Background: an optimization exercise with open tools, aiming at a short achievable clock period and few clock cycles. Do not read the settings as production practice.
RTL that was checked went through simulation tests only; none was proved equivalent to the original.
Power figures rest on the tool's default switching activity, not on a simulated workload.

==> juniper <==
==> flow/design.v <==
module FullAdder (A, B, cin, sum, cout);
	input logic A, B, cin;
	output logic sum, cout;
	assign sum = A ^ B ^ cin;
	assign cout = A&B | cin & (A^B);
endmodule 
module adder #(parameter N = 32) (
	input  logic [N-1:0] a, b,
	input  logic         cin,
	output logic [N-1:0] result,
	output logic         cout0
	);
	localparam int L = 5;  
	logic [N-1:0] p0;
	logic [N-1:0] g [0:L];
	logic [N-1:0] p [0:L];
	assign p0   = a ^ b;
	assign g[0] = (a & b) | {{(N-1){1'b0}}, p0[0] & cin};
	assign p[0] = p0;
	genvar i, k;
	generate
		for (k = 0; k < L; k++) begin : lvl
			for (i = 0; i < N; i++) begin : bit_
				if (i >= (1 << k)) begin : comb
					assign g[k+1][i] = g[k][i] | (p[k][i] & g[k][i - (1 << k)]);
					assign p[k+1][i] = p[k][i] & p[k][i - (1 << k)];
				end else begin : pass
					assign g[k+1][i] = g[k][i];
					assign p[k+1][i] = p[k][i];
				end
			end
		end
	endgenerate
	assign result = p0 ^ {g[L][N-2:0], cin};
	assign cout0  = g[L][N-1];
endmodule
module alu (
	input  logic [31:0] a, b,
	input  logic        sub,       
	input  logic        do_and,    
	input  logic        do_orr,    
	output logic [31:0] Result,
	output logic [3:0]  ALUFlags   
	);
	logic [31:0] bx, sum, pz;
	logic        cout, zsum, zlog;
	assign bx = sub ? ~b : b;
	adder #(.N(32)) adding (.a(a), .b(bx), .cin(sub), .result(sum), .cout0(cout));
	assign pz   = (a ^ bx) ^ {(a[30:0] | bx[30:0]), sub};
	assign zsum = ~|pz;
	assign zlog = do_and ? ~|(a & b) : ~|(a | b);
	always_comb begin
		if (do_and)      Result = a & b;
		else if (do_orr) Result = a | b;
		else             Result = sum;
	end
	assign ALUFlags[3] = Result[31];
	assign ALUFlags[2] = (do_and | do_orr) ? zlog : zsum;
	assign ALUFlags[1] = cout;
	assign ALUFlags[0] = ~(a[31] ^ bx[31]) & (a[31] ^ sum[31]);
endmodule
module reg_file (
	input  logic        clk, wr_en,
	input  logic [31:0] write_data,
	input  logic [3:0]  write_addr,
	input  logic [3:0]  read_addr1, read_addr2,
	output logic [31:0] read_data1, read_data2
	);
	logic [14:0][31:0] memory;
	genvar i;
	generate
		for (i = 0; i < 15; i++) begin : regs
			always_ff @(posedge clk)
				if (wr_en && write_addr == i) memory[i] <= write_data;
		end
	endgenerate
	assign read_data1 = (wr_en && write_addr == read_addr1) ? write_data : memory[read_addr1];
	assign read_data2 = (wr_en && write_addr == read_addr2) ? write_data : memory[read_addr2];
endmodule
module arm (
    input  logic        clk, rst,
    input  logic [31:0] Instr,
    input  logic [31:0] ReadData,
    output logic [31:0] WriteData,
    output logic [31:0] PC, ALUResult,
    output logic        MemWrite
);
    logic [29:0] PCF;
    logic [3:0]       btb_v;
    logic [3:0][7:0]  btb_tag;    
    logic [3:0][9:0]  btb_tgt;    
    logic [31:0] InstrD;
    logic [29:0] PCD;
    logic        validD;
    logic        validE;
    logic [3:0]  CondE;
    logic        RegWriteE, MemWriteE, MemtoRegE, SubE, AndE, OrrE;
    logic        FlagNZE, FlagCVE;
    logic [3:0]  WA3E;
    logic [31:0] SrcAE, SrcBE, StDataE;
    logic        FwdAME, FwdAWE, FwdBME, FwdBWE, FwdSME, FwdSWE;
    logic [3:0]  FlagsReg;        
    logic [31:0] ALUOutM, WriteDataM;
    logic [3:0]  WA3M;
    logic        RegWriteM, MemWriteM, MemtoRegM;
    logic [31:0] ResultW;
    logic [3:0]  WA3W;
    logic        RegWriteW;
    assign PC        = {PCF, 2'b00};
    assign ALUResult = ALUOutM;
    assign WriteData = WriteDataM;
    assign MemWrite  = MemWriteM;
    function automatic logic cond_pass(input logic [3:0] c, input logic [3:0] f);
        logic n, z, cf, v;
        {n, z, cf, v} = f;
        case (c)
            4'h0: cond_pass = z;
            4'h1: cond_pass = ~z;
            4'h2: cond_pass = cf;
            4'h3: cond_pass = ~cf;
            4'h4: cond_pass = n;
            4'h5: cond_pass = ~n;
            4'h6: cond_pass = v;
            4'h7: cond_pass = ~v;
            4'h8: cond_pass = cf & ~z;
            4'h9: cond_pass = ~cf | z;
            4'hA: cond_pass = ~(n ^ v);
            4'hB: cond_pass = n ^ v;
            4'hC: cond_pass = ~z & ~(n ^ v);
            4'hD: cond_pass = z | (n ^ v);
            4'hE: cond_pass = 1'b1;
            default: cond_pass = 1'b0;
        endcase
    endfunction
    logic [7:0] opD;
    logic isAddD, isSubD, isAndD, isOrrD, isLdrD, isStrD, isBD, immD;
    logic useAD, useBD, aluImmD;
    logic [3:0] RA1D, RA2D;
    logic [31:0] RD1, RD2, PC8D, ImmD;
    logic stall;
    assign opD    = InstrD[27:20];
    assign immD   = InstrD[25];
    assign isAddD = (opD[7:6] == 2'b00) & (opD[4:1] == 4'b0100);
    assign isSubD = (opD[7:6] == 2'b00) & (opD[4:1] == 4'b0010);
    assign isAndD = (opD[7:1] == 7'b0000000);
    assign isOrrD = (opD[7:1] == 7'b0001100);
    assign isLdrD = (opD == 8'b01011001);
    assign isStrD = (opD == 8'b01011000);
    assign isBD   = (opD[7:4] == 4'b1010);
    assign aluImmD = ((isAddD | isSubD) & immD) | isLdrD | isStrD;
    assign useAD   = isAddD | isSubD | isAndD | isOrrD | isLdrD | isStrD;
    assign useBD   = ((isAddD | isSubD) & ~immD) | isAndD | isOrrD | isStrD;
    assign RA1D = InstrD[19:16];
    assign RA2D = isStrD ? InstrD[15:12] : InstrD[3:0];
    assign ImmD = (isLdrD | isStrD) ? {20'b0, InstrD[11:0]} : {{24{InstrD[7]}}, InstrD[7:0]};
    assign PC8D = {PCD + 30'd2, 2'b00};
    reg_file u_reg_file (
        .clk       (clk),
        .wr_en     (RegWriteW),
        .write_data(ResultW),
        .write_addr(WA3W),
        .read_addr1(RA1D),
        .read_addr2(RA2D),
        .read_data1(RD1),
        .read_data2(RD2)
    );
    logic [31:0] RD1D, RD2D;
    assign RD1D = (RA1D == 4'd15) ? PC8D : RD1;
    assign RD2D = (RA2D == 4'd15) ? PC8D : RD2;
    logic fa_m, fa_w, fb_m, fb_w;
    assign fa_m = (RA1D != 4'd15) & (RA1D == WA3E);
    assign fa_w = (RA1D != 4'd15) & (RA1D == WA3M) & RegWriteM;
    assign fb_m = (RA2D != 4'd15) & (RA2D == WA3E);
    assign fb_w = (RA2D != 4'd15) & (RA2D == WA3M) & RegWriteM;
    logic condPassE;
    assign stall = validD & validE & MemtoRegE & condPassE &
                   ((useAD & fa_m) | (useBD & fb_m));
    logic [31:0] A, B, StData, ALUResultE;
    logic [3:0]  ALUFlags, FlagsPrime;
    always_comb begin
        if (FwdAME & RegWriteM)      A = ALUOutM;
        else if (FwdAWE)             A = ResultW;
        else                         A = SrcAE;
        if (FwdBME & RegWriteM)      B = ALUOutM;
        else if (FwdBWE)             B = ResultW;
        else                         B = SrcBE;
        if (FwdSME & RegWriteM)      StData = ALUOutM;
        else if (FwdSWE)             StData = ResultW;
        else                         StData = StDataE;
    end
    alu u_alu (
        .a       (A),
        .b       (B),
        .sub     (SubE),
        .do_and  (AndE),
        .do_orr  (OrrE),
        .Result  (ALUResultE),
        .ALUFlags(ALUFlags)
    );
    assign condPassE = cond_pass(CondE, FlagsReg);
    logic doE;
    assign doE = validE & condPassE;
    assign FlagsPrime[3:2] = (doE & FlagNZE) ? ALUFlags[3:2] : FlagsReg[3:2];
    assign FlagsPrime[1:0] = (doE & FlagCVE) ? ALUFlags[1:0] : FlagsReg[1:0];
    logic [29:0] TargetD, PC4D;
    logic takenD, mispD;
    assign TargetD = PCD + 30'd2 + {{6{InstrD[23]}}, InstrD[23:0]};
    assign PC4D    = PCD + 30'd1;
    assign takenD  = isBD & cond_pass(InstrD[31:28], FlagsPrime);
    assign mispD   = validD & (takenD ? (TargetD != PCF) : (PC4D != PCF));
    logic [1:0]  fidx;
    logic        btb_hit;
    assign fidx    = PCF[1:0];
    assign btb_hit = btb_v[fidx] & (btb_tag[fidx] == PCF[9:2]);
    always_ff @(posedge clk) begin
        if (rst)          PCF <= '0;
        else if (mispD)   PCF <= takenD ? TargetD : PC4D;
        else if (stall)   PCF <= PCF;
        else if (btb_hit) PCF <= {PCF[29:10], btb_tgt[fidx]};
        else              PCF <= PCF + 30'd1;
    end
    always_ff @(posedge clk) begin
        if (rst) btb_v <= '0;
        else if (mispD) begin
            btb_v[PCD[1:0]]   <= takenD;
            btb_tag[PCD[1:0]] <= PCD[9:2];
            btb_tgt[PCD[1:0]] <= TargetD[9:0];
        end
    end
    always_ff @(posedge clk) begin
        if (!stall) begin
            InstrD <= Instr;
            PCD    <= PCF;
        end
        if (rst)        validD <= 1'b0;
        else if (!stall) validD <= ~mispD;
    end
    always_ff @(posedge clk) begin
        if (rst) validE <= 1'b0;
        else     validE <= validD & ~stall;
        CondE     <= InstrD[31:28];
        RegWriteE <= isAddD | isSubD | isAndD | isOrrD | isLdrD;
        MemWriteE <= isStrD;
        MemtoRegE <= isLdrD;
        SubE      <= isSubD;
        AndE      <= isAndD;
        OrrE      <= isOrrD;
        FlagNZE   <= InstrD[20] & (isAddD | isSubD | isAndD | isOrrD);
        FlagCVE   <= InstrD[20] & (isAddD | isSubD);
        WA3E      <= InstrD[15:12];
        SrcAE     <= RD1D;
        SrcBE     <= aluImmD ? ImmD : RD2D;
        StDataE   <= RD2D;
        FwdAME    <= fa_m;
        FwdAWE    <= fa_w;
        FwdBME    <= fb_m & ~aluImmD;
        FwdBWE    <= fb_w & ~aluImmD;
        FwdSME    <= fb_m;
        FwdSWE    <= fb_w;
    end
    always_ff @(posedge clk) begin
        if (rst) FlagsReg <= '0;
        else     FlagsReg <= FlagsPrime;
    end
    always_ff @(posedge clk) begin
        if (rst) begin
            RegWriteM <= 1'b0;
            MemWriteM <= 1'b0;
        end else begin
            RegWriteM <= doE & RegWriteE;
            MemWriteM <= doE & MemWriteE;
        end
        MemtoRegM  <= MemtoRegE;
        ALUOutM    <= ALUResultE;
        WriteDataM <= StData;
        WA3M       <= WA3E;
    end
    always_ff @(posedge clk) begin
        if (rst) RegWriteW <= 1'b0;
        else     RegWriteW <= RegWriteM;
        ResultW <= MemtoRegM ? ReadData : ALUOutM;
        WA3W    <= WA3M;
    end
endmodule
==> flow/run.sh <==
#!/bin/bash
# synth_recipe.tcl (not shown) runs the flow's synth.tcl, then flattens the netlist and writes it again
# the make line also repeats each setting of config.mk as NAME=value (left out here)
make -C /OpenROAD-flow-scripts/flow DESIGN_CONFIG=/design/flow/config.mk WORK_HOME=/design/flow/orfs CLKGATE_MAP_FILE= SYNTH_SCRIPT=/design/flow/synth_recipe.tcl finish
==> flow/config.mk <==
export PLATFORM = sky130hd
export DESIGN_NAME = arm
export DESIGN_NICKNAME = arm
export VERILOG_FILES = /design/flow/design.v
export SDC_FILE = /design/flow/constraint.sdc
export NUM_CORES = 4
export LEC_CHECK = 0
export CAP_MARGIN = 20
export CORE_MARGIN = 2
export CORE_UTILIZATION = 40
export SLEW_MARGIN = 20
==> flow/constraint.sdc <==
create_clock -name core_clock -period 16.0 [get_ports {clk}]
set_input_delay 3.2000 -clock core_clock [delete_from_list [all_inputs] [get_ports {clk}]]
set_output_delay 3.2000 -clock core_clock [all_outputs]
set_load 0.01 [all_outputs]
==> cedar (differences from juniper) <==
==> flow/design.v, changed modules only <==
module alu (
	input  logic [31:0] a, b,
	input  logic        sub,       
	input  logic        do_and,    
	input  logic        do_orr,    
	output logic [31:0] Result,
	output logic [3:0]  ALUFlags,  
	output logic        ZFast      
	);
	logic [31:0] bx, sum, pz;
	logic        cout, zsum, zlog;
	assign bx = sub ? ~b : b;
	adder #(.N(32)) adding (.a(a), .b(bx), .cin(sub), .result(sum), .cout0(cout));
	assign pz   = (a ^ bx) ^ {(a[30:0] | bx[30:0]), sub};
	assign zsum = ~|pz;
	assign zlog = do_and ? ~|(a & b) : ~|(a | b);
	always_comb begin
		if (do_and)      Result = a & b;
		else if (do_orr) Result = a | b;
		else             Result = sum;
	end
	assign ALUFlags[3] = Result[31];
	assign ZFast       = (do_and | do_orr) ? zlog : zsum;
	assign ALUFlags[2] = ZFast;
	assign ALUFlags[1] = cout;
	assign ALUFlags[0] = ~(a[31] ^ bx[31]) & (a[31] ^ sum[31]);
endmodule
module arm (
    input  logic        clk, rst,
    input  logic [31:0] Instr,
    input  logic [31:0] ReadData,
    output logic [31:0] WriteData,
    output logic [31:0] PC, ALUResult,
    output logic        MemWrite
);
    logic [29:0] PCF;
    logic [3:0]       btb_v;
    logic [3:0][7:0]  btb_tag;    
    logic [3:0][9:0]  btb_tgt;    
    logic [31:0] InstrD;
    logic [29:0] PCD;
    logic        validD;
    logic        validE;
    logic [3:0]  CondE;
    logic        RegWriteE, MemWriteE, MemtoRegE, SubE, AndE, OrrE;
    logic        FlagNZE, FlagCVE;
    logic [3:0]  WA3E;
    logic [31:0] SrcAE, SrcBE, StDataE;
    logic        FwdAME, FwdAWE, FwdBME, FwdBWE, FwdSME, FwdSWE;
    logic [3:0]  FlagsReg;        
    logic [31:0] ALUOutM, WriteDataM;
    logic [3:0]  WA3M;
    logic        RegWriteM, MemWriteM, MemtoRegM;
    logic [31:0] ResultW;
    logic [3:0]  WA3W;
    logic        RegWriteW;
    assign PC        = {PCF, 2'b00};
    assign ALUResult = ALUOutM;
    assign WriteData = WriteDataM;
    assign MemWrite  = MemWriteM;
    function automatic logic cond_pass(input logic [3:0] c, input logic [3:0] f);
        logic n, z, cf, v;
        {n, z, cf, v} = f;
        case (c)
            4'h0: cond_pass = z;
            4'h1: cond_pass = ~z;
            4'h2: cond_pass = cf;
            4'h3: cond_pass = ~cf;
            4'h4: cond_pass = n;
            4'h5: cond_pass = ~n;
            4'h6: cond_pass = v;
            4'h7: cond_pass = ~v;
            4'h8: cond_pass = cf & ~z;
            4'h9: cond_pass = ~cf | z;
            4'hA: cond_pass = ~(n ^ v);
            4'hB: cond_pass = n ^ v;
            4'hC: cond_pass = ~z & ~(n ^ v);
            4'hD: cond_pass = z | (n ^ v);
            4'hE: cond_pass = 1'b1;
            default: cond_pass = 1'b0;
        endcase
    endfunction
    logic [7:0] opD;
    logic isAddD, isSubD, isAndD, isOrrD, isLdrD, isStrD, isBD, immD;
    logic useAD, useBD, aluImmD;
    logic [3:0] RA1D, RA2D;
    logic [31:0] RD1, RD2, PC8D, ImmD;
    logic stall;
    assign opD    = InstrD[27:20];
    assign immD   = InstrD[25];
    assign isAddD = (opD[7:6] == 2'b00) & (opD[4:1] == 4'b0100);
    assign isSubD = (opD[7:6] == 2'b00) & (opD[4:1] == 4'b0010);
    assign isAndD = (opD[7:1] == 7'b0000000);
    assign isOrrD = (opD[7:1] == 7'b0001100);
    assign isLdrD = (opD == 8'b01011001);
    assign isStrD = (opD == 8'b01011000);
    assign isBD   = (opD[7:4] == 4'b1010);
    assign aluImmD = ((isAddD | isSubD) & immD) | isLdrD | isStrD;
    assign useAD   = isAddD | isSubD | isAndD | isOrrD | isLdrD | isStrD;
    assign useBD   = ((isAddD | isSubD) & ~immD) | isAndD | isOrrD | isStrD;
    assign RA1D = InstrD[19:16];
    assign RA2D = isStrD ? InstrD[15:12] : InstrD[3:0];
    assign ImmD = (isLdrD | isStrD) ? {20'b0, InstrD[11:0]} : {{24{InstrD[7]}}, InstrD[7:0]};
    assign PC8D = {PCD + 30'd2, 2'b00};
    reg_file u_reg_file (
        .clk       (clk),
        .wr_en     (RegWriteW),
        .write_data(ResultW),
        .write_addr(WA3W),
        .read_addr1(RA1D),
        .read_addr2(RA2D),
        .read_data1(RD1),
        .read_data2(RD2)
    );
    logic [31:0] RD1D, RD2D;
    assign RD1D = (RA1D == 4'd15) ? PC8D : RD1;
    assign RD2D = (RA2D == 4'd15) ? PC8D : RD2;
    logic fa_m, fa_w, fb_m, fb_w;
    assign fa_m = (RA1D != 4'd15) & (RA1D == WA3E);
    assign fa_w = (RA1D != 4'd15) & (RA1D == WA3M) & RegWriteM;
    assign fb_m = (RA2D != 4'd15) & (RA2D == WA3E);
    assign fb_w = (RA2D != 4'd15) & (RA2D == WA3M) & RegWriteM;
    logic condPassE;
    logic bstall;
    assign stall = (validD & validE & MemtoRegE & condPassE &
                    ((useAD & fa_m) | (useBD & ~isStrD & fb_m))) | bstall;
    logic [31:0] A, B, StData, ALUResultE;
    logic [3:0]  ALUFlags, FlagsPrime;
    always_comb begin
        if (FwdAME & RegWriteM)      A = ALUOutM;
        else if (FwdAWE)             A = ResultW;
        else                         A = SrcAE;
        if (FwdBME & RegWriteM)      B = ALUOutM;
        else if (FwdBWE)             B = ResultW;
        else                         B = SrcBE;
        if (FwdSME & RegWriteM)      StData = MemtoRegM ? ReadData : ALUOutM;
        else if (FwdSWE)             StData = ResultW;
        else                         StData = StDataE;
    end
    logic ZFastE;
    alu u_alu (
        .a       (A),
        .b       (B),
        .sub     (SubE),
        .do_and  (AndE),
        .do_orr  (OrrE),
        .Result  (ALUResultE),
        .ALUFlags(ALUFlags),
        .ZFast   (ZFastE)
    );
    assign condPassE = cond_pass(CondE, FlagsReg);
    logic doE;
    assign doE = validE & condPassE;
    assign FlagsPrime[3:2] = (doE & FlagNZE) ? ALUFlags[3:2] : FlagsReg[3:2];
    assign FlagsPrime[1:0] = (doE & FlagCVE) ? ALUFlags[1:0] : FlagsReg[1:0];
    logic [29:0] TargetD, PC4D;
    logic [3:0]  condD, FlagsD;
    logic takenD, mispD;
    logic needN, needZ, needC, needV, setNZ, setCV;
    assign condD = InstrD[31:28];
    always_comb begin
        needN = 1'b0; needZ = 1'b0; needC = 1'b0; needV = 1'b0;
        case (condD)
            4'h0, 4'h1: needZ = 1'b1;
            4'h2, 4'h3: needC = 1'b1;
            4'h4, 4'h5: needN = 1'b1;
            4'h6, 4'h7: needV = 1'b1;
            4'h8, 4'h9: begin needC = 1'b1; needZ = 1'b1; end
            4'hA, 4'hB: begin needN = 1'b1; needV = 1'b1; end
            4'hC, 4'hD: begin needN = 1'b1; needV = 1'b1; needZ = 1'b1; end
            default: ;
        endcase
    end
    assign setNZ  = validE & condPassE & FlagNZE;
    assign setCV  = validE & condPassE & FlagCVE;
    assign bstall = validD & isBD & ((needN & setNZ) | ((needC | needV) & setCV));
    assign FlagsD = {FlagsReg[3], setNZ ? ZFastE : FlagsReg[2], FlagsReg[1:0]};
    assign TargetD = PCD + 30'd2 + {{6{InstrD[23]}}, InstrD[23:0]};
    assign PC4D    = PCD + 30'd1;
    assign takenD  = isBD & cond_pass(condD, FlagsD);
    assign mispD   = validD & ~bstall & (takenD ? (TargetD != PCF) : (PC4D != PCF));
    logic [1:0]  fidx;
    logic        btb_hit;
    assign fidx    = PCF[1:0];
    assign btb_hit = btb_v[fidx] & (btb_tag[fidx] == PCF[9:2]);
    always_ff @(posedge clk) begin
        if (rst)          PCF <= '0;
        else if (mispD)   PCF <= takenD ? TargetD : PC4D;
        else if (stall)   PCF <= PCF;
        else if (btb_hit) PCF <= {PCF[29:10], btb_tgt[fidx]};
        else              PCF <= PCF + 30'd1;
    end
    logic       upd, upd_v;
    logic [9:0] upd_pc, upd_tgt;
    always_ff @(posedge clk) begin
        if (rst) upd <= 1'b0;
        else     upd <= mispD;
        upd_v   <= takenD;
        upd_pc  <= PCD[9:0];
        upd_tgt <= TargetD[9:0];
    end
    always_ff @(posedge clk) begin
        if (rst) btb_v <= '0;
        else if (upd) begin
            btb_v[upd_pc[1:0]]   <= upd_v;
            btb_tag[upd_pc[1:0]] <= upd_pc[9:2];
            btb_tgt[upd_pc[1:0]] <= upd_tgt;
        end
    end
    always_ff @(posedge clk) begin
        if (!stall) begin
            InstrD <= Instr;
            PCD    <= PCF;
        end
        if (rst)        validD <= 1'b0;
        else if (!stall) validD <= ~mispD;
    end
    always_ff @(posedge clk) begin
        if (rst) validE <= 1'b0;
        else     validE <= validD & ~stall;
        CondE     <= InstrD[31:28];
        RegWriteE <= isAddD | isSubD | isAndD | isOrrD | isLdrD;
        MemWriteE <= isStrD;
        MemtoRegE <= isLdrD;
        SubE      <= isSubD;
        AndE      <= isAndD;
        OrrE      <= isOrrD;
        FlagNZE   <= InstrD[20] & (isAddD | isSubD | isAndD | isOrrD);
        FlagCVE   <= InstrD[20] & (isAddD | isSubD);
        WA3E      <= InstrD[15:12];
        SrcAE     <= RD1D;
        SrcBE     <= aluImmD ? ImmD : RD2D;
        StDataE   <= RD2D;
        FwdAME    <= fa_m;
        FwdAWE    <= fa_w;
        FwdBME    <= fb_m & ~aluImmD;
        FwdBWE    <= fb_w & ~aluImmD;
        FwdSME    <= fb_m;
        FwdSWE    <= fb_w;
    end
    always_ff @(posedge clk) begin
        if (rst) FlagsReg <= '0;
        else     FlagsReg <= FlagsPrime;
    end
    always_ff @(posedge clk) begin
        if (rst) begin
            RegWriteM <= 1'b0;
            MemWriteM <= 1'b0;
        end else begin
            RegWriteM <= doE & RegWriteE;
            MemWriteM <= doE & MemWriteE;
        end
        MemtoRegM  <= MemtoRegE;
        ALUOutM    <= ALUResultE;
        WriteDataM <= StData;
        WA3M       <= WA3E;
    end
    always_ff @(posedge clk) begin
        if (rst) RegWriteW <= 1'b0;
        else     RegWriteW <= RegWriteM;
        ResultW <= MemtoRegM ? ReadData : ALUOutM;
        WA3W    <= WA3M;
    end
endmodule
==> flow/flow/run.sh (new file) <==
#!/bin/bash
# The standard ORFS layout (standard.sh), with repair_timing asked to leave
# SETUP_SLACK_MARGIN ns of setup slack beyond the clock period, so that gates on
# the critical paths are sized and buffered for speed. The clock, the SDC and
# every other step are unchanged. standard.sh's output goes to standard.log;
# each ORFS step's own log is under orfs/logs/.
set -euo pipefail
export SETUP_SLACK_MARGIN="${MARGIN:-12.5}"
bash standard.sh > standard.log 2>&1
==> flow/standard.sh (new file) <==
#!/bin/bash
# synth_recipe.tcl (not shown) runs the flow's synth.tcl, then flattens the netlist and writes it again
# the make line also repeats each setting of config.mk as NAME=value (left out here)
make -C /OpenROAD-flow-scripts/flow DESIGN_CONFIG=/design/flow/config.mk WORK_HOME=/design/flow/orfs CLKGATE_MAP_FILE= SYNTH_SCRIPT=/design/flow/synth_recipe.tcl "${@:-finish}"
ABC_CLOCK_PERIOD_IN_PS = 4000   (was not set)
removed: flow/run.sh
==> qor summary <==
quantity                                                             cedar       juniper
Result of the run                         no timing/DRC/antenna violations  no timing/DRC/antenna violations
Unrepaired setup endpoints after global routing                       true         false
Length of routed met2 wiring                                      79800 um      75200 um
Storage cell area                                             0.0246 sq mm  0.0238 sq mm
Minimum setup slack among reg-to-reg paths                        10.76 ns       6.89 ns
Maximum number of pins on one net before global-route repair            89           153
NonClk Buf Share                                                     11.8%         4.17%
Worst R2R End                                                      PCF[11]   btb_tag[10]
Synth Area in Adders                                                 2.82%         2.66%
Overall track demand over capacity in global routing                 27.4%         26.5%
Share of the cycle needed by the critical path after routing         32.8%         56.9%
Utilization after layout                                             53.7%         45.6%
Minimum period implied by the final worst setup slack              5.24 ns       9.11 ns
Worst-case reg-to-reg path depth                                        22            24
Die span in x                                                       349 um        350 um
Power in combinational cells                                       1.74 mW       1.24 mW
Clock buffer count from CTS                                             95            93
CP endpoint                                                        PCF[11]   btb_tag[10]
Post-detailed-routing wire length                                173000 um     165000 um
Reg power frac                                                       44.3%         46.6%
Testbench counts of juniper, summed over its fixed seeds: cycles 33,683.
No functional check of the RTL was part of cedar.

[afterwards: timing with drivers on the ports]
The flow's constraints put no driver on any port. The routed layouts listed below were extracted and timed again, unchanged, in two steps.
Step 1 sets driving cells, clkbuf_16 on the clock port and buf_2 on the other inputs (assumed; they add their load-dependent delay and slew).
Step 2 moves the port delays by t, midway between the first and last clock arrival at a register: inputs arrive t later, outputs are due t later. That takes back most of the time a late clock gives input paths.
Three values: ideal, step 1, step 2; two values: the first two.
run	shift t [ns]	slack for setup (ns)	worst register clock-pin slew, ns
juniper	0.771	6.892 / 6.892 / 6.892	0.07 / 0.07
cedar	0.747	10.758 / 10.758 / 10.758	0.07 / 0.07
After both steps setup and hold are still met in every run listed.
